Source: an optimization exercise on an open RTL-to-GDS flow (aim: small area). Production flows keep margins and buffers that such runs may drop.
RTL that was checked went through simulation tests only; none was proved equivalent to the original.
Only the layout flow was run in runs 1 and 7; the RTL was not checked for function there.
The flow treats the clock pin as an ideal source, which a real chip does not have.
Power is estimated from default activity; no workload was simulated.

==> flow/design.v <==
module ALU(
	input i_clk,
	input i_fetch,
	input i_pass_y,
	input i_first_y,
	input i_second_y,
	input [2:0] i_j,
	input i_window,
	input logic[2:0] i_op,
	input logic[1:0] i_x,
	output logic[7:0] o_result
	);
	logic c;
	logic[2:0] amount;
	logic xp;
	logic[1:0] y;
	logic c1;
	logic c2;
	logic[1:0] r;
	logic[1:0] xs;
	logic[7:0] left;
	logic[7:0] right;
	wire pass_x = i_window && !i_j[2];
	wire shift_op = i_op[2] & (i_op[1] | i_op[0]);
	wire cin = pass_x && i_j[1:0] == 0 ? i_op[0] : c;
	wire[1:0] x = pass_x ? i_x : 2'b00;
	always_comb begin
		y = o_result[1:0] ^ {2{i_op[0]}};
		c1 = (x[0] & y[0]) | (cin & (x[0] ^ y[0]));
		c2 = (x[1] & y[1]) | (c1 & (x[1] ^ y[1]));
		xs = amount[0] ? {x[0], i_j == 0 ? 1'b0 : xp} : x;
		case(i_op)
			0, 1: r = x ^ y ^ {c1, cin};
			2: r = x & o_result[1:0];
			3: r = ~(x | o_result[1:0]);
			4: r = x ^ o_result[1:0];
			default: r = c ? 2'b00 : xs;
		endcase
		case(amount[2:1])
			0: left = 8'b00001111;
			1: left = 8'b00000111;
			2: left = 8'b00000011;
			default: left = 8'b00000001;
		endcase
		case(amount)
			0: right = 8'b00001111;
			1, 2: right = 8'b00011110;
			3, 4: right = 8'b00111100;
			5, 6: right = 8'b01111000;
			default: right = 8'b11110000;
		endcase
	end
	wire take = i_window && (shift_op ? (i_op[1] ? right[i_j] : left[i_j]) : !i_j[2]);
	always_ff @(posedge i_clk)
		xp <= x[1];
	always_ff @(posedge i_clk)
		if(i_fetch)
			o_result <= {i_x, o_result[7:2]};
		else if(i_pass_y) begin
			o_result <= {shift_op ? 2'b00 : i_x, o_result[7:2]};
			if(i_first_y) begin
				c <= 1'b0;
				amount[1:0] <= i_x;
			end else if(i_second_y) begin
				c <= i_x[1];
				amount[2] <= i_x[0];
			end else
				c <= c | i_x[1] | i_x[0];
		end else begin
			if(take)
				o_result <= {r, o_result[7:2]};
			if(pass_x && !shift_op)
				c <= c2;
		end
endmodule
module debounce(
	input i_clk,
	input i_rst,
	input [WIDTH - 1:0] i_btn,
	input i_edit,
	output [8:0] o_events,
	output [WAIT - 1:0] o_counter
	);
	parameter WIDTH = 1;
	parameter WAIT = 4;
	logic[WAIT - 1:0] counter;
	logic[WIDTH - 1:0] debounced;
	logic[8:0] events;
	wire[WIDTH - 1:0] released = debounced & ~i_btn;
	always_ff @(posedge i_clk)
		if(counter == 2) begin
			debounced <= i_btn;
			events <= {released[9], released[7:5],
				i_edit ? released[4:3] : {released[10], released[8]}, released[2:0]};
		end
	always_ff @(posedge i_clk)
		if(i_rst)
			counter <= '0;
		else
			counter <= counter - 1'b1;
	assign o_events = events;
	assign o_counter = counter;
endmodule
module top(
	input i_clk,
	input i_rst,
	input [10:0] i_btn,
	output [11:0] o_led
	);
	typedef enum logic[2:0] {S_OP, S_REG_SEL, S_REG_EDIT, S_X_REG_SEL, S_Y_REG_SEL, S_RES_REG_SEL, S_RES} states;
	states state;
	logic[2:0] op;
	logic[2:0] x_reg;
	logic[2:0] y_reg;
	logic[2:0] res_reg;
	logic[2:0] sel_reg;
	logic[7:0] rings[8];
	logic clearing;
	logic[7:0] shown_reg;
	logic[7:0] shown;
	wire[8:0] ev_held;
	logic first;
	wire[3:0] cnt;
	wire[7:0] alu_out;
	wire edit = state == S_REG_EDIT;
	debounce #(11, 4) debouncer0(i_clk, i_rst, i_btn, edit, ev_held, cnt);
	wire pending = cnt == 13 && !first;
	wire[8:0] ev_p = ev_held & {9{pending}};
	wire[10:0] ev = {ev_p[4], ev_p[8], ev_p[3], ev_p[7:0]};
	wire[1:0] ph = 2'(2'd1 - cnt[1:0]);
	logic ahead;
	logic behind;
	logic pass_y;
	logic window;
	logic[2:0] j;
	always_comb begin
		ahead = 1'b0;
		behind = 1'b0;
		pass_y = 1'b0;
		window = 1'b1;
		j = 3'(4'd5 - cnt);
		case(cnt)
			1, 0, 15, 14: ahead = 1'b1;
			12, 11, 10, 9: behind = 1'b1;
			default: ;
		endcase
		case(cnt)
			9, 8, 7, 6: pass_y = 1'b1;
			default: ;
		endcase
		case(cnt)
			13, 12, 11, 10, 9, 8, 7, 6: window = 1'b0;
			default: ;
		endcase
	end
	wire in_res = state == S_RES;
	wire[7:0] edit_ev = edit ? ev_p[7:0] : 8'b0;
	wire store = in_res & ev_held[4];
	wire selecting = state == S_OP || state == S_REG_SEL;
	wire[2:0] addr = selecting ? sel_reg ^ (state == S_REG_SEL ? ev_held[2:0] : 3'b0) :
		pass_y ? y_reg : x_reg;
	wire[1:0] shown_pair = shown_reg[2 * ph +: 2];
	wire[1:0] tap = rings[addr][1:0];
	wire[1:0] operand = in_res && addr == res_reg ? shown_pair : tap;
	ALU alu0(i_clk, selecting && ahead, pass_y, cnt == 9, cnt == 8, j, window, op, operand, alu_out);
	wire we = (ahead & store) | (behind & (edit | state == S_REG_SEL));
	wire[2:0] waddr = in_res ? res_reg : sel_reg;
	wire[1:0] wdata = clearing ? 2'b00 : shown_pair;
	always_ff @(posedge i_clk)
		for(int i = 0; i < 8; i++)
			rings[i] <= {clearing || (we && waddr == i) ? wdata : rings[i][1:0], rings[i][7:2]};
	always_ff @(posedge i_clk)
		if(i_rst) begin
			clearing <= 1'b1;
			first <= 1'b1;
		end else if(cnt == 13) begin
			clearing <= 1'b0;
			first <= clearing;
		end
	always_ff @(posedge i_clk)
		if(pending && (selecting || state == S_RES_REG_SEL || store))
			shown_reg <= alu_out;
		else
			shown_reg <= shown_reg ^ edit_ev;
	always_ff @(posedge i_clk)
	begin
		if(i_rst) begin
			state <= S_OP;
			op <= '0;
			x_reg <= '0;
			y_reg <= '0;
			res_reg <= '0;
			sel_reg <= '0;
		end else
		case(state)
			S_OP: begin
				op <= op ^ ev[2:0];
				if(ev[8])
					state <= S_REG_SEL;
			end
			S_REG_SEL: begin
				sel_reg <= sel_reg ^ ev[2:0];
				if(ev[8])
					state <= S_X_REG_SEL;
				if(ev[9])
					state <= S_REG_EDIT;
			end
			S_REG_EDIT: begin
				if(ev[9])
					state <= S_REG_SEL;
			end
			S_X_REG_SEL: begin
				x_reg <= x_reg ^ ev[2:0];
				if(ev[8])
					state <= S_Y_REG_SEL;
			end
			S_Y_REG_SEL: begin
				y_reg <= y_reg ^ ev[2:0];
				if(ev[8])
					state <= S_RES_REG_SEL;
			end
			S_RES_REG_SEL: begin
				res_reg <= res_reg ^ ev[2:0];
				if(ev[8])
					state <= S_RES;
			end
			default: begin
				if(ev[8])
					state <= S_OP;
			end
		endcase
	end
	always_comb
		case(state)
			S_OP: shown = {5'b0, op};
			S_REG_SEL: shown = {5'b0, sel_reg};
			S_X_REG_SEL: shown = {5'b0, x_reg};
			S_Y_REG_SEL: shown = {5'b0, y_reg};
			S_RES_REG_SEL: shown = {5'b0, res_reg};
			default: shown = shown_reg ^ edit_ev;
		endcase
	assign o_led = {1'b0, state, ~shown};
endmodule
==> flow/flow/run.sh <==
#!/bin/bash
# The standard layout, with the ports buffered by the smallest buffer and the
# registers' clock pins split into eight groups by position, each behind a
# clkbuf_8 (flow/cluster_clock.tcl); CTS builds the tree above them, without
# dummy loads.
set -euo pipefail
export BUFFER_PORTS_ARGS="-buffer_cell sky130_fd_sc_hd__buf_1"
export PRE_CTS_TCL="$PWD/flow/cluster_clock.tcl"
export CTS_ARGS="-clk_nets i_clk -sink_clustering_enable -repair_clock_nets -buf_list sky130_fd_sc_hd__clkbuf_8 -dont_use_dummy_load"
bash standard.sh > standard.log 2>&1
==> flow/flow/cluster_clock.tcl <==
# Sourced by ORFS's cts.tcl before clock_tree_synthesis (PRE_CTS_TCL).
# Splits the clock's register sinks into equal groups by position (recursive
# bisection along the longer side) and puts each group behind a clock buffer
# at the group's centre; CTS then builds the tree from the clock port to
# these buffers, and detailed placement legalizes them.
proc my_cluster_clock { nclusters bufname } {
  set block [ord::get_db_block]
  set master [[ord::get_db] findMaster $bufname]
  set clk [$block findNet i_clk]
  set sinks {}
  foreach it [$clk getITerms] {
    if { [$it isInputSignal] } {
      set loc [[$it getInst] getLocation]
      lappend sinks [list $it [lindex $loc 0] [lindex $loc 1]]
    }
  }
  set groups [list [list $nclusters $sinks]]
  set done {}
  while { [llength $groups] > 0 } {
    set item [lindex $groups 0]
    set groups [lrange $groups 1 end]
    set n [lindex $item 0]
    set g [lindex $item 1]
    if { $n <= 1 } {
      lappend done $g
      continue
    }
    set xs {}
    set ys {}
    foreach s $g {
      lappend xs [lindex $s 1]
      lappend ys [lindex $s 2]
    }
    set xs [lsort -integer $xs]
    set ys [lsort -integer $ys]
    set dx [expr {[lindex $xs end] - [lindex $xs 0]}]
    set dy [expr {[lindex $ys end] - [lindex $ys 0]}]
    set k [expr {$dx >= $dy ? 1 : 2}]
    set g [lsort -integer -index $k $g]
    set n1 [expr {$n / 2}]
    set h [expr {[llength $g] * $n1 / $n}]
    lappend groups [list $n1 [lrange $g 0 [expr {$h - 1}]]]
    lappend groups [list [expr {$n - $n1}] [lrange $g $h end]]
  }
  set i 0
  foreach g $done {
    set sx 0
    set sy 0
    foreach s $g {
      set sx [expr {$sx + [lindex $s 1]}]
      set sy [expr {$sy + [lindex $s 2]}]
    }
    set inst [odb::dbInst_create $block $master "clkbuf_cluster_$i"]
    set net [odb::dbNet_create $block "clknet_cluster_$i"]
    $net setSigType CLOCK
    foreach s $g {
      set it [lindex $s 0]
      $it disconnect
      $it connect $net
    }
    [$inst findITerm A] connect $clk
    [$inst findITerm X] connect $net
    $inst setLocation [expr {$sx / [llength $g]}] [expr {$sy / [llength $g]}]
    $inst setPlacementStatus PLACED
    incr i
  }
  puts "my_cluster_clock: [llength $sinks] sinks in $i groups behind $bufname"
}

my_cluster_clock 8 sky130_fd_sc_hd__clkbuf_8
==> flow/standard.sh <==
#!/bin/bash
# synth_recipe.tcl (not shown) runs the flow's synth.tcl, then flattens the netlist and writes it again
# the make line also repeats each setting of config.mk as NAME=value (left out here)
make -C /OpenROAD-flow-scripts/flow DESIGN_CONFIG=/design/flow/config.mk WORK_HOME=/design/flow/orfs CLKGATE_MAP_FILE= SYNTH_SCRIPT=/design/flow/synth_recipe.tcl "${@:-finish}"
==> flow/config.mk <==
export PLATFORM = sky130hd
export DESIGN_NAME = top
export DESIGN_NICKNAME = top
export VERILOG_FILES = /design/flow/design.v
export SDC_FILE = /design/flow/constraint.sdc
export NUM_CORES = 4
export LEC_CHECK = 0
export ABC_AREA = 1
export CAP_MARGIN = 20
export CORE_MARGIN = 2
export CORE_UTILIZATION = 55
export SLEW_MARGIN = 20
==> flow/constraint.sdc <==
create_clock -name core_clock -period 10.0 [get_ports {i_clk}]
set_input_delay 2.0000 -clock core_clock [delete_from_list [all_inputs] [get_ports {i_clk}]]
set_output_delay 2.0000 -clock core_clock [all_outputs]
set_load 0.01 [all_outputs]
==> flow_summary.ini, run 1 <==
[global_route]
grt_usage = 0.242
antenna_found_initial = 0
overflow = 0
grt_pass1_vias = 4162
grt_pass1_wl_um = 21100
grt_max_degree = 21

[sta]
slew_headroom = 0.419
finalCritPeriodShare = 0.547
worst_pin_slew_ns = 0.868
grt_setup_unrepaired = false
setup-violations-final = 0
report.final.slew_viol_count = 0
max_freq_ghz = 0.183
hold_violations = 0
worst_slack_ns = 4.53
clock_skew_ns = 0.0236
fin_crit_ns = 5.47
fin_setup_tns_ns = 0

[power_and_ir_drop]
ir_drop_uv = 148
p_leak_nw = 2.38
powerDensity_nw_per_um2 = 211

[floorplanning]
rows = 36
die-area_um2 = 10900
start_util = 0.565
die_w_um = 104
pin_count = 25
die_h_um = 104
core_area_um2 = 9770

[routing]
wl_met3_um = 473
firstDrtPassIters = 5
viasPerCell = 5.35
drt_iter0_drc = 308
antenna_left = 0
vias = 4251
highest_layer = met4
wirelength_um = 12600
route.detailed.drc = 0
wl_per_cell_um = 15.8
dr_wl_met2_um = 5740
met1_length_um = 6040

[run_status]
status = timing/DRC/antenna clean

[cells_and_area]
nets = 688
largest_reg_flops = 64
num_antenna_cells = 0
reg.largest.list = rings (64), debouncer0.debounced (11), debouncer0.events (9)
area_growth_pct = 6.77
top_register = rings
final_cell_mix = nand2_1, dfxtp_1, inv_1, o21ai_0, nor2_1
drive_gt1_frac = 0.0877
final_common_cell = nand2_1
nFillCells = 913

[logic_synthesis]
synthesis.area_um2 = 5530
syn_inst = 634
yosysWarnings = 4
syn-num-nets = 659
post_synth.cell_area_avg_um2 = 8.72
synth_seq_area_share = 0.536
ys_async_sr_fraction = 0
synth-seq-cells = 132
synth_flop_cell = dfxtp_1
synth.distinct_cells = 42
synth-edff-count = 32

[clock_network]
cts_tree = done
clk_pin_slew_ns = 0.11
hold_buffers = 0
numCtsBuffers = 3
cts_resized = 0
cts_setup_buffers = 0
clock_latency_ns = 0.45

[placed_design]
pre_cts_slack_ns = 5.04
gp_congestion = 0.908
hpwl_um = 9530
io_buffer_count = 23

[run]
max_cap_viol_count = 0

[setup_path]
crit_required_ns = 8.00
endpoint_kind = output pin
arrival_ns = 3.47
critPathMaxFanout = 11
setup.worst_path.start_class = register
path_class = reg2out

[hold_path]
min_path_type = reg2reg
[worst max-delay path, stage by stage (launching register included)]
cell	delay (ns)
dfxtp_1	0.40
inv_1	0.19
ha_1	0.30
nand3_1	0.17
nor2_1	0.70
inv_1	0.21
nor2_1	0.35
nand2_1	0.12
xor2_1	0.18
o22ai_1	0.22
buf_1	0.18
[stage by stage]
step           hold slack, ns   util  power (W)  cell area, um^2  cells
6_report                0.319  0.604    0.00124             5900    794
5_1_grt                 0.323  0.604    0.00132             5900    794
4_1_cts                 0.318  0.604    0.00125             5900    794
3_5_place_dp            0.312  0.588   0.000999             5750    783
3_3_place_gp            0.310  0.588   0.000991             5750    783
2_1_floorplan           0.310      -   0.000902             5530    634
[layout make-up, without the clock buffers]
| class | count | area [um^2] | share of cell area |
|---|---|---|---|
| Timing Repair Buffer | 24 | 93.8 | 0.0159 |
| Multi-Input combinational cell | 415 | 2230 | 0.377 |
| Sequential cell | 132 | 2960 | 0.502 |
| Buffer | 8 | 110 | 0.0187 |
| Tap cell | 133 | 166 | 0.0282 |
| Inverter | 79 | 299 | 0.0507 |
[final timing paths]
check | from | to | slack [ns] | cells past startpoint
max reg2reg | debouncer0.counter[0] | alu0.o_result[7] | 5.63 | 20
min | rings[2][3] | rings[2][1] | 0.32 | 0
min reg2reg | rings[2][3] | rings[2][1] | 0.32 | 0
max | debouncer0.counter[1] | o_led[1] | 4.53 | 10
[Yosys cell counts, types with 2 or more instances]
library cell,number,share of area
nand2_1,137,0.093
dfxtp_1,100,0.36
inv_1,73,0.050
o21ai_0,53,0.048
nor2_1,49,0.033
nand3_1,41,0.037
edfxtp_1,32,0.17
a21oi_1,24,0.022
nor3_1,13,0.012
nand4_1,11,0.012
ha_1,10,0.023
nand2_2,10,0.011
o22ai_1,8,0.0091
nand2_4,7,0.014
mux2_2,6,0.012
nor2_4,6,0.012
xor2_1,6,0.0095
inv_2,5,0.0034
xnor2_1,5,0.0079
clkbuf_1,4,0.0027
nand3_2,4,0.0072
nor3b_1,3,0.0041
o2111ai_1,3,0.0048
a211oi_1,2,0.0027
fa_1,2,0.0072
nor2_2,2,0.0023
o21ai_1,2,0.0018
o21ai_2,2,0.0032
[cell families (layout without fill, tap and decap cells)]
family / after synthesis / count (layout) / share of synthesized area
simple gates: 285 / 285 / 0.242
fa+ha+maj: 12 / 12 / 0.0299
xor+xnor: 11 / 11 / 0.0174
other cells: 1 / 1 / 0.000679
mux: 6 / 6 / 0.0122
buf+inv: 87 / 114 / 0.0618
compound gates: 100 / 100 / 0.100
flops: 132 / 132 / 0.536
[per-layer routing]
| layer | GRT usage | up-vias |
|---|---|---|
| met1 | 0.342 | 1978 |
| met2 | 0.399 | 113 |
| li1 | - | 2138 |
| met3 | 0.0288 | 22 |
| met5 | 0 | - |
| met4 | 0.0627 | 0 |
[where the power goes]
part	internal [W]	switching, W	leakage, nW	total [W]
sequential	0.000600	0.0000332	1.11	0.000634
clock	0.0000997	0.000153	0.0791	0.000253
combinational	0.000111	0.000245	1.19	0.000356
==> run 2, diff against run 1 <==
--- a/flow/design.v
+++ b/flow/design.v
@@ -79,4 +79,3 @@
 	input [WIDTH - 1:0] i_btn,
-	input i_edit,
-	output [8:0] o_events,
+	output [WIDTH - 1:0] o_events,
 	output [WAIT - 1:0] o_counter
@@ -87,15 +86,17 @@
 	logic[WIDTH - 1:0] debounced;
-	logic[8:0] events;
-	wire[WIDTH - 1:0] released = debounced & ~i_btn;
-	always_ff @(posedge i_clk)
-		if(counter == 2) begin
-			debounced <= i_btn;
-			events <= {released[9], released[7:5],
-				i_edit ? released[4:3] : {released[10], released[8]}, released[2:0]};
+	logic[WIDTH - 1:0] events;
+	always_ff @(posedge i_clk)
+		if(i_rst)
+		begin
+			debounced <= '0;
+			counter <= '0;
+		end else
+		begin
+			if(counter == 2)
+			begin
+				debounced <= i_btn;
+				events <= debounced & ~i_btn;
+			end
+			counter <= counter - 1'b1;
 		end
-	always_ff @(posedge i_clk)
-		if(i_rst)
-			counter <= '0;
-		else
-			counter <= counter - 1'b1;
 	assign o_events = events;
@@ -111,7 +112,3 @@
 	states state;
-	logic[2:0] op;
-	logic[2:0] x_reg;
-	logic[2:0] y_reg;
-	logic[2:0] res_reg;
-	logic[2:0] sel_reg;
+	logic[2:0] slot[5];
 	logic[7:0] rings[8];
@@ -119,12 +116,9 @@
 	logic[7:0] shown_reg;
-	logic[7:0] shown;
-	wire[8:0] ev_held;
-	logic first;
+	wire[7:0] shown;
+	wire[10:0] ev_held;
 	wire[3:0] cnt;
 	wire[7:0] alu_out;
-	wire edit = state == S_REG_EDIT;
-	debounce #(11, 4) debouncer0(i_clk, i_rst, i_btn, edit, ev_held, cnt);
-	wire pending = cnt == 13 && !first;
-	wire[8:0] ev_p = ev_held & {9{pending}};
-	wire[10:0] ev = {ev_p[4], ev_p[8], ev_p[3], ev_p[7:0]};
+	debounce #(11, 4) debouncer0(i_clk, i_rst, i_btn, ev_held, cnt);
+	wire pending = cnt == 13 && !clearing;
+	wire[10:0] ev = ev_held & {11{pending}};
 	wire[1:0] ph = 2'(2'd1 - cnt[1:0]);
@@ -155,14 +149,15 @@
 	end
+	wire edit = state == S_REG_EDIT;
 	wire in_res = state == S_RES;
-	wire[7:0] edit_ev = edit ? ev_p[7:0] : 8'b0;
-	wire store = in_res & ev_held[4];
+	wire[7:0] edit_ev = edit ? ev[7:0] : 8'b0;
+	wire store = in_res & ev_held[10];
 	wire selecting = state == S_OP || state == S_REG_SEL;
-	wire[2:0] addr = selecting ? sel_reg ^ (state == S_REG_SEL ? ev_held[2:0] : 3'b0) :
-		pass_y ? y_reg : x_reg;
+	wire[2:0] addr = state == S_OP ? slot[1] : state == S_REG_SEL ? slot[0] ^ ev_held[2:0] :
+		pass_y ? slot[4] : slot[3];
 	wire[1:0] shown_pair = shown_reg[2 * ph +: 2];
 	wire[1:0] tap = rings[addr][1:0];
-	wire[1:0] operand = in_res && addr == res_reg ? shown_pair : tap;
-	ALU alu0(i_clk, selecting && ahead, pass_y, cnt == 9, cnt == 8, j, window, op, operand, alu_out);
+	wire[1:0] operand = in_res && addr == slot[0] ? shown_pair : tap;
+	ALU alu0(i_clk, selecting && ahead, pass_y, cnt == 9, cnt == 8, j, window, slot[1], operand, alu_out);
 	wire we = (ahead & store) | (behind & (edit | state == S_REG_SEL));
-	wire[2:0] waddr = in_res ? res_reg : sel_reg;
+	wire[2:0] waddr = slot[0];
 	wire[1:0] wdata = clearing ? 2'b00 : shown_pair;
@@ -172,9 +167,6 @@
 	always_ff @(posedge i_clk)
-		if(i_rst) begin
+		if(i_rst)
 			clearing <= 1'b1;
-			first <= 1'b1;
-		end else if(cnt == 13) begin
+		else if(cnt == 13)
 			clearing <= 1'b0;
-			first <= clearing;
-		end
 	always_ff @(posedge i_clk)
@@ -184,15 +176,23 @@
 			shown_reg <= shown_reg ^ edit_ev;
+	wire toggling = pending && state != S_REG_EDIT && state != S_RES;
+	wire[2:0] field = slot[0] ^ (toggling ? ev[2:0] : 3'b0);
+	wire rotate = pending && ev[8] && state != S_REG_EDIT && state != S_RES_REG_SEL &&
+		!(state == S_REG_SEL && ev[9]);
+	always_ff @(posedge i_clk)
+		if(i_rst)
+			for(int i = 0; i < 5; i++)
+				slot[i] <= '0;
+		else if(rotate) begin
+			for(int i = 0; i < 4; i++)
+				slot[i] <= slot[i + 1];
+			slot[4] <= field;
+		end else
+			slot[0] <= field;
 	always_ff @(posedge i_clk)
 	begin
-		if(i_rst) begin
+		if(i_rst)
 			state <= S_OP;
-			op <= '0;
-			x_reg <= '0;
-			y_reg <= '0;
-			res_reg <= '0;
-			sel_reg <= '0;
-		end else
+		else
 		case(state)
 			S_OP: begin
-				op <= op ^ ev[2:0];
 				if(ev[8])
@@ -201,3 +201,2 @@
 			S_REG_SEL: begin
-				sel_reg <= sel_reg ^ ev[2:0];
 				if(ev[8])
@@ -212,3 +211,2 @@
 			S_X_REG_SEL: begin
-				x_reg <= x_reg ^ ev[2:0];
 				if(ev[8])
@@ -217,3 +215,2 @@
 			S_Y_REG_SEL: begin
-				y_reg <= y_reg ^ ev[2:0];
 				if(ev[8])
@@ -222,3 +219,2 @@
 			S_RES_REG_SEL: begin
-				res_reg <= res_reg ^ ev[2:0];
 				if(ev[8])
@@ -232,11 +228,3 @@
 	end
-	always_comb
-		case(state)
-			S_OP: shown = {5'b0, op};
-			S_REG_SEL: shown = {5'b0, sel_reg};
-			S_X_REG_SEL: shown = {5'b0, x_reg};
-			S_Y_REG_SEL: shown = {5'b0, y_reg};
-			S_RES_REG_SEL: shown = {5'b0, res_reg};
-			default: shown = shown_reg ^ edit_ev;
-		endcase
+	assign shown = state == S_REG_EDIT || state == S_RES ? shown_reg ^ edit_ev : {5'b0, slot[0]};
 	assign o_led = {1'b0, state, ~shown};
--- a/flow/config.mk
+++ b/flow/config.mk
@@ -7,3 +7,2 @@
 export LEC_CHECK = 0
-export ABC_AREA = 1
 export CAP_MARGIN = 20
==> run 2 against run 1 <==
Against the previous run:
- still clean
- final cell count decreased by 15%
- clock power about the same
- die area decreased by 2.9%
- area after synthesis decreased by 3.1%
- global-route usage decreased by 3.8 points
- utilization decreased by 1.2 points
- critical endpoint unchanged
==> flow_summary.ini, run 2 <==
[run_status]
status = timing/DRC/antenna clean

[sta]
setup-violations-final = 0
slew_headroom = 0.325
max_freq_ghz = 0.200
fin_setup_tns_ns = 0
finalCritPeriodShare = 0.499
grt_setup_unrepaired = false
clock_skew_ns = 0.0300
fin_hold_ws_ns = 0.324
fin_crit_ns = 4.99
hold_violations = 0
worst_pin_slew_ns = 1.01
report.final.slew_viol_count = 0

[logic_synthesis]
syn-num-nets = 556
synthTopCellsByCount = dfxtp_1, nand2_1, nor2_1
synth_flop_cell = dfxtp_1
post_synth.cell_area_avg_um2 = 10.1
synth.top_cell.area_share = 0.411
synth_seq_area_share = 0.540
synth-edff-count = 23
yosysWarnings = 7
ys_async_sr_fraction = 0
synth.distinct_cells = 64
synth_top_family_by_area = simple AND/OR/NAND/NOR gates
synth-seq-cells = 133
synthTopCellsByArea = dfxtp_1, edfxtp_1, nand2_1
yosys.area_share.simple = 0.174
synthesis.area_um2 = 5360
synth_adder_area_share = 0.0327
synth_top_area_cell = dfxtp_1
synth_compound_area_frac = 0.114
syn_inst = 531
synth_mux_area_frac = 0.0768
synth_xor_area_frac = 0.0376
synth.most_common_cell = dfxtp_1

[setup_path]
critPathSlowestCell = dfxtp_1
cp_top_family = simple AND/OR/NAND/NOR gates
endpoint_kind = output pin
critPathMaxFanout = 12
arrival_ns = 2.99
r2r_slack_ns = 5.34
path_class = reg2out
crit_path_max_incr_delay_ns = 0.64
cp.buffers_inverters = 1
setup.worst_path.start_class = register
path_cells = ha_1 > nand3_1 > nor2_1 > and3_1 > nand2_1 > xnor2_1 > mux2i_1 > buf_1
crit_required_ns = 8.00

[cells_and_area]
final_common_cell = dfxtp_1
area_growth_pct = 5.96
nets = 568
drive_gt1_frac = 0.0832
top_register = rings
num_antenna_cells = 0
largest_reg_flops = 64
reg.largest.list = rings (64), slot (15)
final_cell_mix = dfxtp_1, nand2_1, nor2_1, a21oi_1
postLayoutCellArea_um2 = 5680

[clock_network]
numCtsBuffers = 3
clk_pin_slew_ns = 0.12
clock_latency_ns = 0.45
hold_buffers = 0
cts_resized = 0
cts_setup_buffers = 0
cts_tree = done

[floorplanning]
pin_count = 25
rows = 36
core_area_um2 = 9590
start_util = 0.558
die_w_um = 103
die_h_um = 103
die-area_um2 = 10500

[hold_path]
min_path_type = reg2reg

[placed_design]
io_buffer_count = 23
hpwl_um = 7770
place_area_um2 = 5520
gp_congestion = 0.842

[routing]
vias = 3589
route.detailed.drc = 0
firstDrtPassIters = 4
wl_per_cell_um = 15.7
viasPerCell = 5.32
wirelength_um = 10600
drt_iter0_drc = 168
antenna_left = 0

[run]
max_cap_viol_count = 0

[global_route]
overflow = 0
grt_max_degree = 39
antenna_found_initial = 0
grt_usage = 0.204
grt_pass1_wl_um = 16600
grt_pass1_vias = 3296

[power_and_ir_drop]
powerDensity_nw_per_um2 = 175
ir_drop_uv = 152
p_leak_nw = 1.97
## run 2: changes by cell type after synthesis, moves of 10 or more
| cell | delta |
|---|---|
| inv_1 | -65 |
| nor2b_1 | +16 |
| xnor2_1 | +12 |
| o21ai_0 | -41 |
| nand4_1 | -10 |
| a21oi_1 | +16 |
| dfxtp_1 | +10 |
| nand2_1 | -53 |
| nand3_1 | -28 |
| clkbuf_1 | +17 |
| mux2i_1 | +20 |
## run 2: cells by family (layout without fill, tap and decap cells)
family,Yosys count,in the layout
xor+xnor,23,23
buf+inv,33,43
mux,36,36
other cells,1,1
fa+ha+maj,13,13
flops,133,133
simple gates,198,198
compound gates,94,94
## run 2: final timing paths
path,from,to,cells after the start
hold reg to reg,rings[1][3],rings[1][1],0
setup / recovery,debouncer0.counter[0],o_led[1],8
setup reg to reg,debouncer0.counter[0],alu0.o_result[7],17
hold / removal,rings[1][3],rings[1][1],0
## run 2: power by group
group	total [W]	internal (W)	switching [W]	leakage (nW)
Sequential	0.000619	0.000585	0.0000336	1.11
Combinational	0.000121	0.0000518	0.0000697	0.774
Clock	0.000253	0.0000998	0.000153	0.0791
Total	0.000993	0.000737	0.000256	1.97
## run 2: routing by layer
layer,global-route usage,routed length [um]
met2,0.311,4600
met4,0.0482,181
met3,0.0271,420
met5,0,0
met1,0.310,5360
## run 2: final cells by class, without the clock buffers
class,instances,area (um^2)
timing repair buffer,24,93.8
inverter,8,30.0
sequential,133,2890
fill,867,3920
buffer,8,110
multi-input combinational,365,2340
tap,133,166
## run 2: stage by stage
stage	worst slack, ns	cells	util	total power [W]
global placement	5.55	663	0.575	0.000749
CTS	5.02	674	0.591	0.00100
finish	5.01	674	0.592	0.000993
floorplan	5.74	531	-	0.000712
detailed placement	5.37	663	0.575	0.000753
global route	4.77	674	0.592	0.00104
==> run 3, diff against run 2 <==
--- a/flow/config.mk
+++ b/flow/config.mk
@@ -7,2 +7,3 @@
 export LEC_CHECK = 0
+export ABC_AREA = 1
 export CAP_MARGIN = 20
==> run 3 against run 2 <==
Against the previous run:
- routed wire length grew 5.6%
- flip-flop and latch count unchanged
- via count up 8.9%
- sequential power shrank 2%
- cell area fell by 0.26%
- register-to-register slack better by 0.38 ns
- global-route usage grew 2.3 points
- sequential share of layout area increased by 0.14 points
- utilization is 1.5 points higher
==> flow_summary.ini, run 3 <==
[run_status]
status = timing/DRC/antenna clean

[global_route]
grt_pass1_wl_um = 18500
grt_usage = 0.227
grt_max_degree = 31
grt_pass1_vias = 3706
overflow = 0
antenna_found_initial = 0

[sta]
fin_hold_ws_ns = 0.324
fin_setup_tns_ns = 0
report.final.slew_viol_count = 0
fin_crit_ns = 5.04
max_freq_ghz = 0.198
clock_skew_ns = 0.0190
worst_pin_slew_ns = 0.949
finalCritPeriodShare = 0.504
grt_setup_unrepaired = false
hold_violations = 0
setup-violations-final = 0
slew_headroom = 0.365

[routing]
drt_iter0_drc = 226
firstDrtPassIters = 5
wirelength_um = 11200
viasPerCell = 5.16
vias = 3910
antenna_left = 0
route.detailed.drc = 0
wl_per_cell_um = 14.7

[cells_and_area]
drive_gt1_frac = 0.0843
largest_reg_flops = 64
top_register = rings
final_cell_mix = dfxtp_1, nand2_1, inv_1, o21ai_0, nor2_1
nets = 656
final_common_cell = dfxtp_1
nFillCells = 897
layout.cells.non_filler = 758
area_growth_pct = 6.35
num_antenna_cells = 0
reg.largest.list = rings (64), slot (15)

[logic_synthesis]
synth.top_cell.area_share = 0.414
synthesis.area_um2 = 5320
synth-seq-cells = 133
synth.distinct_cells = 41
synthTopCellsByCount = dfxtp_1, nand2_1, inv_1
synth.most_common_cell = dfxtp_1
syn_inst = 610
synth_seq_area_share = 0.543
synthTopCellsByArea = dfxtp_1, edfxtp_1, nand2_1
syn-num-nets = 635
post_synth.cell_area_avg_um2 = 8.73
yosysWarnings = 7
ys_async_sr_fraction = 0
synth-edff-count = 23
synth_top_area_cell = dfxtp_1
synth_flop_cell = dfxtp_1

[setup_path]
r2r_slack_ns = 5.72
cp.buffers_inverters = 2
startpoint = debouncer0.counter[1]
cp_top_family = simple AND/OR/NAND/NOR gates
endpoint_kind = output pin
critPathMaxFanout = 14
crit_required_ns = 8.00
critPathSlowestCell = nor2_1
path_cells = inv_1 > ha_1 > nand3_1 > nor2_1 > nand3_1 > xnor2_1 > o21ai_0 > buf_1
setup.worst_path.start_class = register
cp_common_cell = nand3_1
r2r-start = debouncer0.counter[0]
path_class = reg2out
crit_path_max_incr_delay_ns = 0.74
arrival_ns = 3.04

[clock_network]
cts_resized = 0
cts_setup_buffers = 0
clk_pin_slew_ns = 0.10
cts_tree = done
hold_buffers = 0
numCtsBuffers = 3
clock_latency_ns = 0.44

[floorplanning]
core_area_um2 = 9330
die_w_um = 102
start_util = 0.571
pin_count = 25
rows = 35
die-area_um2 = 10500
die_h_um = 102

[power_and_ir_drop]
ir_drop_uv = 122
powerDensity_nw_per_um2 = 171
p_leak_nw = 2.33

[run]
max_cap_viol_count = 0

[hold_path]
min_path_type = reg2reg
hold_path_startpoint = rings[5][4]

[placed_design]
placed_cells = 747
io_buffer_count = 23
gp_congestion = 0.901
hpwl_um = 8410
==> run 3: where the power goes <==
part / total (W) / switching (W) / internal, W
Combinational: 0.000110 / 0.0000708 / 0.0000396
Clock: 0.000250 / 0.000151 / 0.0000997
Sequential: 0.000609 / 0.0000237 / 0.000585
==> run 3: logic make-up (layout without fill, tap and decap cells) <==
family,Yosys count,after routing,share of synthesized area
and+or+nand+nor,229,229,0.193
DFF,133,133,0.543
AOI/OAI and AO/OA,120,120,0.126
buffers and inverters,92,111,0.0658
xor gates and xnor gates,17,17,0.0280
adders and majority gates,12,12,0.0310
muxes,6,6,0.0127
other,1,1,0.000704
==> run 3: path summary, 6_finish.rpt <==
path         cells after the start          endpoint
max                              8          o_led[2]
min                              0       rings[5][2]
max reg2reg                     23  alu0.o_result[7]
min reg2reg                      0       rings[5][2]
==> run 3: area by class of cell, without the clock buffers <==
type | instances | area [um^2] | share of cell area
repair buffers | 23 | 86.3 | 0.0152
inverters | 77 | 289 | 0.0510
plain buffers | 8 | 110 | 0.0194
flip-flops and latches | 133 | 2890 | 0.511
well taps | 129 | 161 | 0.0285
multi-input cells | 385 | 2080 | 0.368
==> run 3: per-layer routing <==
| metal | global-route usage | vias to the layer above | share of wire | routed length, um |
|---|---|---|---|---|
| li1 | - | 2012 | - | - |
| met1 | 0.346 | 1781 | 0.51 | 5640 |
| met2 | 0.354 | 105 | 0.43 | 4760 |
| met3 | 0.0280 | 12 | 0.054 | 599 |
| met4 | 0.0369 | 0 | 0.014 | 157 |
| met5 | 0 | - | 0 | 0 |
==> run 3: per-stage QoR <==
step / util / setup slack (ns) / total power, W / cell area [um^2]
floorplan: - / 6.04 / 0.000695 / 5320
global placement: 0.591 / 5.56 / 0.000728 / 5510
detailed placement: 0.591 / 5.46 / 0.000732 / 5510
CTS: 0.607 / 4.98 / 0.000976 / 5660
global route: 0.607 / 4.67 / 0.00102 / 5660
finish: 0.607 / 4.96 / 0.000969 / 5660
==> run 4, diff against run 3 <==
--- a/flow/config.mk
+++ b/flow/config.mk
@@ -10,3 +10,3 @@
 export CORE_MARGIN = 2
-export CORE_UTILIZATION = 55
+export CORE_UTILIZATION = 70
 export SLEW_MARGIN = 20
==> run 4 against run 3 <==
Against the previous run:
- utilization rose by 16 points
- still clean
- flip-flop and latch count unchanged
- first-iteration DRC count is 54% higher
- combinational power increased by 5%
- global-route usage up 6.2 points
==> flow_summary.ini, run 4 <==
[logic_synthesis]
synth.distinct_cells = 41
syn-num-nets = 635
synth_top_area_cell = dfxtp_1
synth.top_cell.area_share = 0.414
post_synth.cell_area_avg_um2 = 8.73
synthesis.area_um2 = 5320
synthTopCellsByArea = dfxtp_1, edfxtp_1, nand2_1
synth-seq-cells = 133
synth_flop_cell = dfxtp_1
synth_seq_area_share = 0.543
syn_inst = 610
synthTopCellsByCount = dfxtp_1, nand2_1, inv_1
ys_async_sr_fraction = 0
yosysWarnings = 7
synth.most_common_cell = dfxtp_1
synth-edff-count = 23

[cells_and_area]
nets = 656
final_cell_mix = dfxtp_1, nand2_1, inv_1, o21ai_0, nor2_1
final_common_cell = dfxtp_1
postLayoutCellArea_um2 = 5620
top_register = rings
utilization = 0.771
reg.largest.list = rings (64), slot (15)
drive_gt1_frac = 0.0843
num_antenna_cells = 0
area_growth_pct = 5.64
largest_reg_flops = 64

[sta]
slew_headroom = 0.369
worst_pin_slew_ns = 0.944
setup-violations-final = 0
fin_setup_tns_ns = 0
grt_setup_unrepaired = false
hold_violations = 0
clock_skew_ns = 0.0240
finalCritPeriodShare = 0.504
fin_hold_ws_ns = 0.328
fin_crit_ns = 5.04
report.final.slew_viol_count = 0
max_freq_ghz = 0.198

[global_route]
grt_usage = 0.289
grt_pass1_vias = 3890
grt_max_degree = 31
grt_pass1_wl_um = 18900
antenna_found_initial = 0
overflow = 0

[clock_network]
numCtsBuffers = 3
cts_resized = 0
cts_tree = done
cts_setup_buffers = 0
clk_pin_slew_ns = 0.12
clock_latency_ns = 0.46
hold_buffers = 0

[setup_path]
r2r_slack_ns = 5.63
path_class = reg2out
critPathSlowestCell = nor2_1
r2r-start = debouncer0.counter[0]
rr_worst_depth = 23
r2r_end = alu0.o_result[7]
path_cells = inv_1 > ha_1 > nand3_1 > nor2_1 > nand3_1 > xnor2_1 > o21ai_0 > buf_1
setup.worst_path.start_class = register
cp_top_family = simple AND/OR/NAND/NOR gates
crit_required_ns = 8.00
arrival_ns = 3.04
cp_common_cell = nand3_1
cp.buffers_inverters = 2
endpoint_kind = output pin
critPathMaxFanout = 14
crit_path_max_incr_delay_ns = 0.73

[hold_path]
whs_endpoint = rings[5][0]
hold_path_startpoint = rings[5][2]
holdPathStages = 0
min_path_type = reg2reg

[routing]
highest_layer = met4
dr_wl_met2_um = 5260
route.detailed.drc = 0
firstDrtPassIters = 7
met1_length_um = 5040
wirelength_um = 11400
viasPerCell = 5.62
drt_iter0_drc = 349
vias = 4089
wl_per_cell_um = 15.6
wl_met3_um = 696
antenna_left = 0

[placed_design]
hpwl_um = 8540
gp_congestion = 0.889
place_area_um2 = 5470
io_buffer_count = 23

[floorplanning]
rows = 31
die_h_um = 91.2
core_area_um2 = 7290
die-area_um2 = 8320
pin_count = 25
start_util = 0.730
die_w_um = 91.2

[run_status]
status = timing/DRC/antenna clean

[power_and_ir_drop]
power.total_w = 0.000978
powerDensity_nw_per_um2 = 174
ir_drop_uv = 150
p_leak_nw = 2.33

[run]
max_cap_viol_count = 0
==> run 4: cell counts in the layout (fill, tap and decap cells not counted) <==
Identical to the previous run, type by type.
==> run 4: logic make-up (layout without fill, tap and decap cells) <==
family	after synthesis	count (layout)	synth area share
buf+inv	92	111	0.0658
flops	133	133	0.543
other cells	1	1	0.000704
mux	6	6	0.0127
simple gates	229	229	0.193
compound gates	120	120	0.126
fa+ha+maj	12	12	0.0310
xor+xnor	17	17	0.0280
==> run 4: metal layers <==
metal  track usage  vias to the layer above
met5             0                        -
met4         0.121                        0
met3        0.0373                       35
met2         0.464                      149
met1         0.397                     1885
li1              -                     2020
==> run 4: stage by stage <==
stage               worst slack [ns]  std cells
floorplan                       6.04        610
global placement                5.63        717
detailed placement              5.50        717
CTS                             4.99        728
global route                    4.71        728
finish                          4.96        728
==> run 4: layout make-up, without the clock buffers <==
| cell class | instances | area [um^2] |
|---|---|---|
| repair buffers | 23 | 86.3 |
| well taps | 99 | 124 |
| multi-input cells | 385 | 2080 |
| fillers | 565 | 1670 |
| inverters | 77 | 289 |
| flip-flops and latches | 133 | 2890 |
| plain buffers | 8 | 110 |
==> run 4: worst max-delay path by stage <==
stage,from,cells after the start,slack (ns),end
after global routing,debouncer0.counter[1],8,4.71,o_led[2]
final,debouncer0.counter[1],8,4.96,o_led[2]
after floorplan,debouncer0.counter[1],8,6.04,o_led[1]
after global placement,debouncer0.counter[1],8,5.63,o_led[1]
after detailed placement,debouncer0.counter[1],8,5.50,o_led[2]
after CTS,debouncer0.counter[1],8,4.99,o_led[2]
==> run 4: where the power goes <==
part / switching [W] / total [W] / internal (W)
Combinational: 0.0000742 / 0.000115 / 0.0000407
Clock: 0.000154 / 0.000253 / 0.0000998
Sequential: 0.0000244 / 0.000609 / 0.000585
Total: 0.000252 / 0.000978 / 0.000726
==> run 5, diff against run 4 <==
--- a/flow/config.mk
+++ b/flow/config.mk
@@ -10,3 +10,3 @@
 export CORE_MARGIN = 2
-export CORE_UTILIZATION = 70
+export CORE_UTILIZATION = 45
 export SLEW_MARGIN = 20
==> run 5 against run 4 <==
Against the previous run:
- area after synthesis did not move
- critical endpoint is now o_led[1]
- routed wire length fell by 1.2%
- highest routed layer unchanged
- setup slack got worse by 0.056 ns
- final cell count rose by 6.0%
- flip-flop and latch count did not move
- synthesized cell count did not move
- fmax fell by 1.1%
- power fell by 0.40%
==> flow_summary.ini, run 5 <==
[power_and_ir_drop]
internal_power_w = 0.000724
ir_drop_uv = 125
pwr-share-comb = 0.111
seq_power_share = 0.624
switching_share = 0.256
clock_power_share = 0.264
switching_power_w = 0.000250
p_leak_nw = 2.33
powerDensity_nw_per_um2 = 171

[setup_path]
setup.worst_path.start_class = register
r2r-start = debouncer0.counter[0]
crit_required_ns = 8.00
path_class = reg2out
arrival_ns = 3.10
r2r_slack_ns = 5.71
r2r_end = alu0.o_result[7]
endpoint_kind = output pin
rr_worst_depth = 23
critPathMaxFanout = 14

[floorplanning]
core_area_um2 = 11500
die-area_um2 = 12700
die_h_um = 113
rows = 39
die_w_um = 113
start_util = 0.464
pin_count = 25

[sta]
worst_pin_slew_ns = 0.997
fin_hold_ws_ns = 0.310
fin_setup_tns_ns = 0
hold_violations = 0
worst_slack_ns = 4.90
slew_headroom = 0.333
max_freq_ghz = 0.196
clock_skew_ns = 0.0381
fin_crit_ns = 5.10
finalCritPeriodShare = 0.510
report.final.slew_viol_count = 0
grt_setup_unrepaired = false
setup-violations-final = 0

[global_route]
grtUsageMet1 = 0.264
grtUsageMet3 = 0.0279
grt_use_met2 = 0.279
overflow = 0
grt_usage = 0.180
grt_pass1_wl_um = 18400
grt_pass1_vias = 3735
grt_max_degree = 31
top_usage_layer = met2
antenna_found_initial = 0

[placed_design]
gp_congestion = 0.866
io_buffer_count = 23
hpwl_um = 8350
pre_cts_slack_ns = 5.39

[logic_synthesis]
ys_async_sr_fraction = 0
synth.most_common_cell = dfxtp_1
synth-edff-count = 23
synth_top_area_cell = dfxtp_1
synth.top_cell.area_share = 0.414
synthTopCellsByArea = dfxtp_1, edfxtp_1, nand2_1
post_synth.cell_area_avg_um2 = 8.73
synthesis.area_um2 = 5320
synth_seq_area_share = 0.543
synth_flop_cell = dfxtp_1
yosysWarnings = 7
synthTopCellsByCount = dfxtp_1, nand2_1, inv_1
syn_inst = 610
synth.distinct_cells = 41
syn-num-nets = 635
synth-seq-cells = 133

[cells_and_area]
largest_reg_flops = 64
drive_gt1_frac = 0.0843
multiInputGateArea_um2 = 2080
final_common_cell = dfxtp_1
num_antenna_cells = 0
top_register = rings
register_area_um2 = 2890
final_cell_mix = dfxtp_1, nand2_1, inv_1, o21ai_0, nor2_1
utilization = 0.495
area_growth_pct = 6.67
nets = 656
reg.largest.list = rings (64), slot (15)
nFillCells = 1080

[clock_network]
hold_buffers = 0
cts_tree = done
numCtsBuffers = 3
cts_setup_buffers = 0
clock_latency_ns = 0.46
clk_pin_slew_ns = 0.12
cts_resized = 0

[routing]
route.detailed.drc = 0
wl_per_cell_um = 14.6
wirelength_um = 11300
viasPerCell = 5.08
antenna_left = 0
vias = 3922
drt_iter0_drc = 289
firstDrtPassIters = 6

[run_status]
status = timing/DRC/antenna clean

[hold_path]
whs_endpoint = rings[0][1]
holdPathStages = 0
min_path_type = reg2reg
hold_path_startpoint = rings[0][3]

[run]
max_cap_viol_count = 0
-- run 5: cell type report, without the clock buffers --
cell class / count / area share
plain buffers: 8 / 0.0194
inverters: 77 / 0.0509
multi-input cells: 385 / 0.366
flip-flops and latches: 133 / 0.509
well taps: 143 / 0.0315
repair buffers: 23 / 0.0152
-- run 5: cell families after synthesis --
kind of cell	after synthesis	synth area share
AOI/OAI and AO/OA	120	0.126
xor gates and xnor gates	17	0.0280
adders and majority gates	12	0.0310
buffers and inverters	92	0.0658
DFF	133	0.543
muxes	6	0.0127
other	1	0.000704
and+or+nand+nor	229	0.193
-- run 5: worst max-delay path: stages, from the launching register on --
cell,delay [ns]
dfxtp_1,0.37
inv_1,0.24
ha_1,0.34
nand3_1,0.13
nor2_1,0.77
nand3_1,0.24
xor2_1,0.23
o21ai_0,0.15
buf_1,0.18
-- run 5: layer usage --
layer / part of all wire / routed length, um
met1: 0.50 / 5650
met2: 0.43 / 4820
met3: 0.052 / 583
met4: 0.018 / 207
met5: 0 / 0
-- run 5: worst max-delay path by stage --
stage                          end                   from
after CTS                 o_led[1]  debouncer0.counter[1]
after detailed placement  o_led[1]  debouncer0.counter[1]
after global routing      o_led[1]  debouncer0.counter[1]
after floorplan           o_led[1]  debouncer0.counter[1]
final                     o_led[1]  debouncer0.counter[1]
after global placement    o_led[2]  debouncer0.counter[1]
-- run 5: metrics by stage --
step / instance area (um^2) / instances / total power (W)
detailed placement: 5530 / 761 / 0.000730
global placement: 5530 / 761 / 0.000727
global route: 5680 / 772 / 0.00102
finish: 5680 / 772 / 0.000974
floorplan: 5320 / 610 / 0.000695
CTS: 5680 / 772 / 0.000981
-- run 5: power groups by stage --
stage | Clock (W) | Sequential (W) | Combinational [W]
floorplan | 0 | 0.000609 | 0.0000861
global placement | 0 | 0.000621 | 0.000106
detailed placement | 0 | 0.000621 | 0.000109
CTS | 0.000263 | 0.000609 | 0.000109
global route | 0.000279 | 0.000612 | 0.000126
finish | 0.000257 | 0.000608 | 0.000108
==> run 6, diff against run 5 <==
--- a/flow/flow/run.sh
+++ b/flow/flow/run.sh
@@ -3,4 +3,4 @@
 # registers' clock pins split into eight groups by position, each behind a
-# clkbuf_8 (flow/cluster_clock.tcl); CTS builds the tree above them, without
-# dummy loads.
+# clkbuf_8, and these behind one clkbuf_4 (flow/cluster_clock.tcl), which
+# leaves CTS nothing to build (no dummy loads either).
 set -euo pipefail
--- a/flow/flow/cluster_clock.tcl
+++ b/flow/flow/cluster_clock.tcl
@@ -3,4 +3,5 @@
 # bisection along the longer side) and puts each group behind a clock buffer
-# at the group's centre; CTS then builds the tree from the clock port to
-# these buffers, and detailed placement legalizes them.
+# at the group's centre, then drives these buffers from one root buffer at
+# their centre, the only load of the clock port. CTS then has nothing left
+# to build, and detailed placement legalizes the buffers.
 proc my_cluster_clock { nclusters bufname } {
@@ -69,2 +70,30 @@
 
+proc my_root_buffer { bufname } {
+  set block [ord::get_db_block]
+  set master [[ord::get_db] findMaster $bufname]
+  set clk [$block findNet i_clk]
+  set inst [odb::dbInst_create $block $master "clkbuf_root"]
+  set net [odb::dbNet_create $block "clknet_root"]
+  $net setSigType CLOCK
+  set sx 0
+  set sy 0
+  set n 0
+  foreach it [$clk getITerms] {
+    if { [$it isInputSignal] } {
+      set loc [[$it getInst] getLocation]
+      set sx [expr {$sx + [lindex $loc 0]}]
+      set sy [expr {$sy + [lindex $loc 1]}]
+      incr n
+      $it disconnect
+      $it connect $net
+    }
+  }
+  [$inst findITerm A] connect $clk
+  [$inst findITerm X] connect $net
+  $inst setLocation [expr {$sx / $n}] [expr {$sy / $n}]
+  $inst setPlacementStatus PLACED
+  puts "my_root_buffer: $n loads behind $bufname"
+}
+
 my_cluster_clock 8 sky130_fd_sc_hd__clkbuf_8
+my_root_buffer sky130_fd_sc_hd__clkbuf_4
--- a/flow/config.mk
+++ b/flow/config.mk
@@ -10,3 +10,3 @@
 export CORE_MARGIN = 2
-export CORE_UTILIZATION = 45
+export CORE_UTILIZATION = 55
 export SLEW_MARGIN = 20
==> run 6 against run 5 <==
Against the previous run:
- fmax rose by 0.29%
- via count fell by 0.92%
- hold slack improved by 0.016 ns
- synthesized cell count did not move
- power fell by 3.2%
- utilization rose by 11 points
- critical endpoint is now o_led[0]
- highest routed layer unchanged
- sequential share of layout area rose by 0.46 points
- critical path depth did not move
- largest cell class unchanged
- sequential power barely moved
==> flow_summary.ini, run 6 <==
[run_status]
status = timing/DRC/antenna clean

[logic_synthesis]
synth_top_area_cell = dfxtp_1
synthesis.area_um2 = 5320
yosysWarnings = 7
synth-edff-count = 23
synthTopCellsByArea = dfxtp_1, edfxtp_1, nand2_1
synth.top_cell.area_share = 0.414
synth.most_common_cell = dfxtp_1
syn-num-nets = 635
synthTopCellsByCount = dfxtp_1, nand2_1, inv_1
synth_seq_area_share = 0.543
synth.distinct_cells = 41
synth_flop_cell = dfxtp_1
synth-seq-cells = 133
syn_inst = 610
ys_async_sr_fraction = 0
post_synth.cell_area_avg_um2 = 8.73

[cells_and_area]
nFillCells = 902
final_cell_mix = dfxtp_1, nand2_1, inv_1, o21ai_0, nor2_1
area_growth_pct = 5.71
num_antenna_cells = 0
reg.largest.list = rings (64), slot (15)
largest_reg_flops = 64
final_common_cell = dfxtp_1
top_register = rings
register_area_um2 = 2890
nets = 654
drive_gt1_frac = 0.0813
utilization = 0.603
multiInputGateArea_um2 = 2080

[global_route]
antenna_found_initial = 0
grt_max_degree = 31
grt_usage = 0.223
grt_pass1_wl_um = 18500
grt_pass1_vias = 3694
overflow = 0

[clock_network]
cts_setup_buffers = 0
hold_buffers = 0
clock_latency_ns = 0.48
cts_resized = 0
clk_pin_slew_ns = 0.10

[placed_design]
hpwl_um = 8410
io_buffer_count = 23
gp_congestion = 0.901

[routing]
wl_per_cell_um = 14.7
firstDrtPassIters = 5
drt_iter0_drc = 203
wirelength_um = 11100
viasPerCell = 5.14
vias = 3886
route.detailed.drc = 0
antenna_left = 0

[sta]
hold_violations = 0
clock_skew_ns = 0.0147
max_freq_ghz = 0.197
report.final.slew_viol_count = 0
fin_hold_ws_ns = 0.326
finalCritPeriodShare = 0.508
worst_pin_slew_ns = 0.946
slew_headroom = 0.367
grt_setup_unrepaired = false
setup-violations-final = 0
fin_setup_tns_ns = 0
fin_crit_ns = 5.08

[power_and_ir_drop]
powerDensity_nw_per_um2 = 167
power.total_w = 0.000942
ir_drop_uv = 122
p_leak_nw = 2.32

[setup_path]
setup.worst_path.start_class = register
path_class = reg2out
rr_worst_depth = 23
critPathMaxFanout = 14
endpoint_kind = output pin
crit_required_ns = 8.00
arrival_ns = 3.08

[floorplanning]
start_util = 0.571
die_w_um = 102
rows = 35
core_area_um2 = 9330
pin_count = 25
die_h_um = 102
die-area_um2 = 10500

[hold_path]
min_path_type = reg2reg
holdPathStages = 0

[run]
max_cap_viol_count = 0
[run 6: area by class of cell]
cell class / instances / share of cell area
plain buffers: 9 / 0.0209
inverters: 77 / 0.0514
multi-input cells: 385 / 0.370
flip-flops and latches: 133 / 0.514
well taps: 129 / 0.0287
repair buffers: 23 / 0.0153
[run 6: worst paths after layout]
path	start	to	slack, ns
max	debouncer0.counter[1]	o_led[0]	4.92
min	rings[5][4]	rings[5][2]	0.33
max reg2reg	debouncer0.counter[0]	alu0.o_result[7]	5.72
min reg2reg	rings[5][4]	rings[5][2]	0.33
[run 6: kinds of logic (layout without fill, tap and decap cells)]
group / Yosys count / count (layout) / share of synthesized area
other: 1 / 1 / 0.000704
AND/OR/NAND/NOR: 229 / 229 / 0.193
AO/OA/AOI/OAI: 120 / 120 / 0.126
buffers and inverters: 92 / 109 / 0.0658
multiplexers: 6 / 6 / 0.0127
XOR/XNOR: 17 / 17 / 0.0280
adder cells (fa/ha/maj): 12 / 12 / 0.0310
flip-flops: 133 / 133 / 0.543
[run 6: power by group]
group | leakage, nW | internal (W) | switching (W) | total, W
logic | 1.14 | 0.0000397 | 0.0000705 | 0.000110
registers | 1.11 | 0.000585 | 0.0000236 | 0.000609
clock network | 0.0621 | 0.0000759 | 0.000148 | 0.000224
total | 2.32 | 0.000701 | 0.000242 | 0.000942
[run 6: per-stage QoR]
stage / cells / worst slack [ns] / area, um^2
floorplan: 610 / 6.04 / 5320
global placement: 747 / 5.56 / 5510
detailed placement: 747 / 5.46 / 5510
CTS: 756 / 5.46 / 5630
global route: 756 / 4.62 / 5630
finish: 756 / 4.92 / 5630
[run 6: layer usage]
metal	part of all wire	up-vias	routed length, um	track usage
met5	0	-	0	0
met4	0.013	0	146	0.0267
met3	0.044	11	486	0.0157
met2	0.43	79	4750	0.353
met1	0.51	1789	5700	0.346
li1	-	2007	-	-
[run 6: worst max-delay path, stage by stage (launching register included)]
cell and delay, ns:
dfxtp_1 0.38, inv_1 0.26, ha_1 0.34, nand3_1 0.13, nor2_1 0.74, nand3_1 0.23, xnor2_1 0.20, o21ai_0 0.14
buf_1 0.17
==> run 7, diff against run 6 <==
--- a/flow/design.v
+++ b/flow/design.v
@@ -125,3 +125,2 @@
 	logic ahead;
-	logic behind;
 	logic pass_y;
@@ -131,3 +130,2 @@
 		ahead = 1'b0;
-		behind = 1'b0;
 		pass_y = 1'b0;
@@ -137,3 +135,2 @@
 			1, 0, 15, 14: ahead = 1'b1;
-			12, 11, 10, 9: behind = 1'b1;
 			default: ;
@@ -151,14 +148,14 @@
 	wire in_res = state == S_RES;
-	wire[7:0] edit_ev = edit ? ev[7:0] : 8'b0;
 	wire store = in_res & ev_held[10];
-	wire selecting = state == S_OP || state == S_REG_SEL;
-	wire[2:0] addr = state == S_OP ? slot[1] : state == S_REG_SEL ? slot[0] ^ ev_held[2:0] :
+	wire fetching = state == S_REG_SEL || edit;
+	wire[2:0] addr = fetching ? slot[0] ^ (edit ? 3'b0 : ev_held[2:0]) :
 		pass_y ? slot[4] : slot[3];
 	wire[1:0] shown_pair = shown_reg[2 * ph +: 2];
-	wire[1:0] tap = rings[addr][1:0];
-	wire[1:0] operand = in_res && addr == slot[0] ? shown_pair : tap;
-	ALU alu0(i_clk, selecting && ahead, pass_y, cnt == 9, cnt == 8, j, window, slot[1], operand, alu_out);
-	wire we = (ahead & store) | (behind & (edit | state == S_REG_SEL));
+	wire[1:0] ev_pair = ev_held[2 * ph +: 2];
+	wire[1:0] fetched = rings[addr][1:0] ^ (edit ? ev_pair : 2'b00);
+	wire[1:0] operand = in_res && addr == slot[0] ? shown_pair : fetched;
+	ALU alu0(i_clk, fetching && ahead, pass_y, cnt == 9, cnt == 8, j, window, slot[1], operand, alu_out);
+	wire we = ahead & (store | edit);
 	wire[2:0] waddr = slot[0];
-	wire[1:0] wdata = clearing ? 2'b00 : shown_pair;
+	wire[1:0] wdata = clearing ? 2'b00 : edit ? fetched : shown_pair;
 	always_ff @(posedge i_clk)
@@ -172,6 +169,4 @@
 	always_ff @(posedge i_clk)
-		if(pending && (selecting || state == S_RES_REG_SEL || store))
+		if(pending && (fetching || state == S_RES_REG_SEL || store))
 			shown_reg <= alu_out;
-		else
-			shown_reg <= shown_reg ^ edit_ev;
 	wire toggling = pending && state != S_REG_EDIT && state != S_RES;
@@ -228,3 +223,3 @@
 	end
-	assign shown = state == S_REG_EDIT || state == S_RES ? shown_reg ^ edit_ev : {5'b0, slot[0]};
+	assign shown = edit && pending ? alu_out : edit || in_res ? shown_reg : {5'b0, slot[0]};
 	assign o_led = {1'b0, state, ~shown};
==> run 7 against run 6 <==
Against the previous run:
- still clean
- clock power barely moved
- hold slack got worse by 0.0056 ns
- utilization fell by 1.5 points
- global-route usage fell by 0.61 points
- power rose by 4.9%
- register-to-register slack got worse by 0.26 ns
- die area rose by 0.54%
- clock skew rose by 0.016 ns
- final cell count rose by 0.79%
- critical endpoint is now o_led[5]
==> flow_summary.ini, run 7 <==
[sta]
setup-violations-final = 0
fin_hold_ws_ns = 0.320
slew_headroom = 0.429
worst_slack_ns = 5.27
fin_crit_ns = 4.73
max_freq_ghz = 0.211
clock_skew_ns = 0.0309
finalCritPeriodShare = 0.473
worst_pin_slew_ns = 0.857
fin_setup_tns_ns = 0
hold_violations = 0
report.final.slew_viol_count = 0
grt_setup_unrepaired = false

[placed_design]
gp_congestion = 0.906
pre_cts_slack_ns = 5.51
hpwl_um = 8530
io_buffer_count = 23

[cells_and_area]
top_register = rings
register_area_um2 = 2930
drive_gt1_frac = 0.0668
reg.largest.list = rings (64), slot (15)
multiInputGateArea_um2 = 2070
largest_reg_flops = 64
final_cell_mix = nand2_1, dfxtp_1, o21ai_0, inv_1, nor2_1
utilization = 0.588
num_antenna_cells = 0
nets = 656
area_growth_pct = 5.45
final_common_cell = nand2_1
nFillCells = 881

[logic_synthesis]
synth-seq-cells = 131
synthTopCellsByCount = nand2_1, dfxtp_1, o21ai_0
synth_top_area_cell = dfxtp_1
synthesis.area_um2 = 5350
synth-edff-count = 31
synth.distinct_cells = 38
ys_async_sr_fraction = 0
synthTopCellsByArea = dfxtp_1, edfxtp_1, nand2_1
synth.most_common_cell = nand2_1
synth_seq_area_share = 0.548
syn_inst = 613
synth.top_cell.area_share = 0.374
post_synth.cell_area_avg_um2 = 8.73
yosysWarnings = 7
synth_flop_cell = dfxtp_1
syn-num-nets = 638

[global_route]
grt_max_degree = 30
grt_usage = 0.217
grtUsageMet3 = 0.0210
grt_use_met2 = 0.366
antenna_found_initial = 0
grtUsageMet1 = 0.308
top_usage_layer = met2
grt_pass1_wl_um = 17900
overflow = 0
grt_pass1_vias = 3543

[power_and_ir_drop]
powerDensity_nw_per_um2 = 175
power.total_w = 0.000988
p_leak_nw = 2.25
ir_drop_uv = 128

[setup_path]
cp_common_cell = inv_1
cp.buffers_inverters = 4
path_class = reg2out
crit_path_max_incr_delay_ns = 0.40
path_cells = inv_1 > ha_1 > inv_1 > nor3_1 > nand2_1 > inv_1 > nand2_1 > o21ai_0 > buf_1
endpoint_kind = output pin
arrival_ns = 2.73
cp_top_family = buffers and inverters
setup.worst_path.start_class = register
critPathSlowestCell = dfxtp_1
critPathMaxFanout = 16
crit_required_ns = 8.00

[floorplanning]
die-area_um2 = 10500
die_h_um = 103
pin_count = 25
rows = 36
die_w_um = 103
core_area_um2 = 9590
start_util = 0.558

[run]
max_cap_viol_count = 0

[routing]
viasPerCell = 5.29
firstDrtPassIters = 5
drt_iter0_drc = 253
wirelength_um = 11400
route.detailed.drc = 0
antenna_left = 0
vias = 4033
wl_per_cell_um = 14.9

[clock_network]
clock_latency_ns = 0.51
cts_resized = 0
clk_pin_slew_ns = 0.12
cts_setup_buffers = 0
hold_buffers = 0

[hold_path]
min_path_type = reg2reg

[run_status]
status = timing/DRC/antenna clean
==> run 7: worst register-to-register path, delay by kind of cell (launching register included) <==
kind | cells | cell delay [ns]
simple gates | 19 | 1.80
buf+inv | 2 | 0.37
compound gates | 1 | 0.23
fa+ha+maj | 3 | 1.27
flops | 1 | 0.65
==> run 7: layer usage <==
layer | part of all wire | vias up
met4 | 0.014 | 0
met1 | 0.47 | 1876
li1 | - | 2055
met5 | 0 | -
met2 | 0.46 | 89
met3 | 0.054 | 13
==> run 7: path summary, 6_finish.rpt <==
check	start	to	slack, ns	depth (start not counted)
worst max-delay path	debouncer0.counter[1]	o_led[5]	5.27	9
worst min-delay path	rings[0][2]	rings[0][0]	0.32	0
worst max register to register	debouncer0.counter[0]	alu0.o_result[7]	5.46	25
worst min register to register	rings[0][2]	rings[0][0]	0.32	0
==> run 7: power by group <==
part	switching [W]	internal [W]	leakage, nW	total, W
Clock	0.000148	0.0000758	0.0621	0.000223
Combinational	0.0000985	0.0000537	1.09	0.000152
Sequential	0.0000265	0.000586	1.10	0.000613
Total	0.000273	0.000716	2.25	0.000988
==> run 7: layout make-up <==
class                   count  share of cell area
plain buffers               9              0.0208
inverters                  72              0.0479
multi-input cells         394               0.367
flip-flops and latches    131               0.520
well taps                 133              0.0295
repair buffers             23              0.0153
==> run 7: metrics by stage <==
stage / std cells / cell area, um^2
6_report: 762 / 5650
5_1_grt: 762 / 5650
4_1_cts: 762 / 5650
3_5_place_dp: 753 / 5530
3_3_place_gp: 753 / 5530
2_1_floorplan: 613 / 5350
==> run 7: kinds of logic (layout without fill, tap and decap cells) <==
group	Yosys count	count (layout)	synth area share
AO/OA/AOI/OAI	130	130	0.133
XOR/XNOR	7	7	0.0115
adder cells (fa/ha/maj)	12	12	0.0308
buffers and inverters	88	104	0.0652
flip-flops	131	131	0.548
multiplexers	1	1	0.00187
other	1	1	0.000700
AND/OR/NAND/NOR	243	243	0.209

## afterwards: timing with drivers on the ports
In the flow no input, the clock included, has a driving cell. The finished layouts below were timed again as built, in two steps.
Step 1 sets driving cells, clkbuf_16 on the clock port and buf_2 on the other inputs (assumed; they add their load-dependent delay and slew).
Step 2 times the ports against the registers' clock, not the clock port: input delays grow and output delays shrink by t, the midpoint of the rising clock arrivals with the driver on.
Slacks: no drivers / after step 1 / after step 2; pairs: no drivers / after step 1.
run | t, ns | slack for setup (ns) | worst slew at a driven data input, ns
run 1 | 0.472 | 4.532 / 4.499 / 4.971 | 0.03
run 2 | 0.468 | 5.009 / 4.978 / 5.344 | 0.03
run 3 | 0.463 | 4.962 / 4.932 / 5.395 | 0.03
run 4 | 0.480 | 4.961 / 4.926 / 5.406 | 0.04
run 5 | 0.480 | 4.904 / 4.869 / 5.349 | 0.03
run 6 | 0.504 | 4.919 / 4.892 / 5.396 | 0.04
run 7 | 0.522 | 5.265 / 5.238 / 5.460 | 0.03
After both steps setup and hold are still met in every run listed.
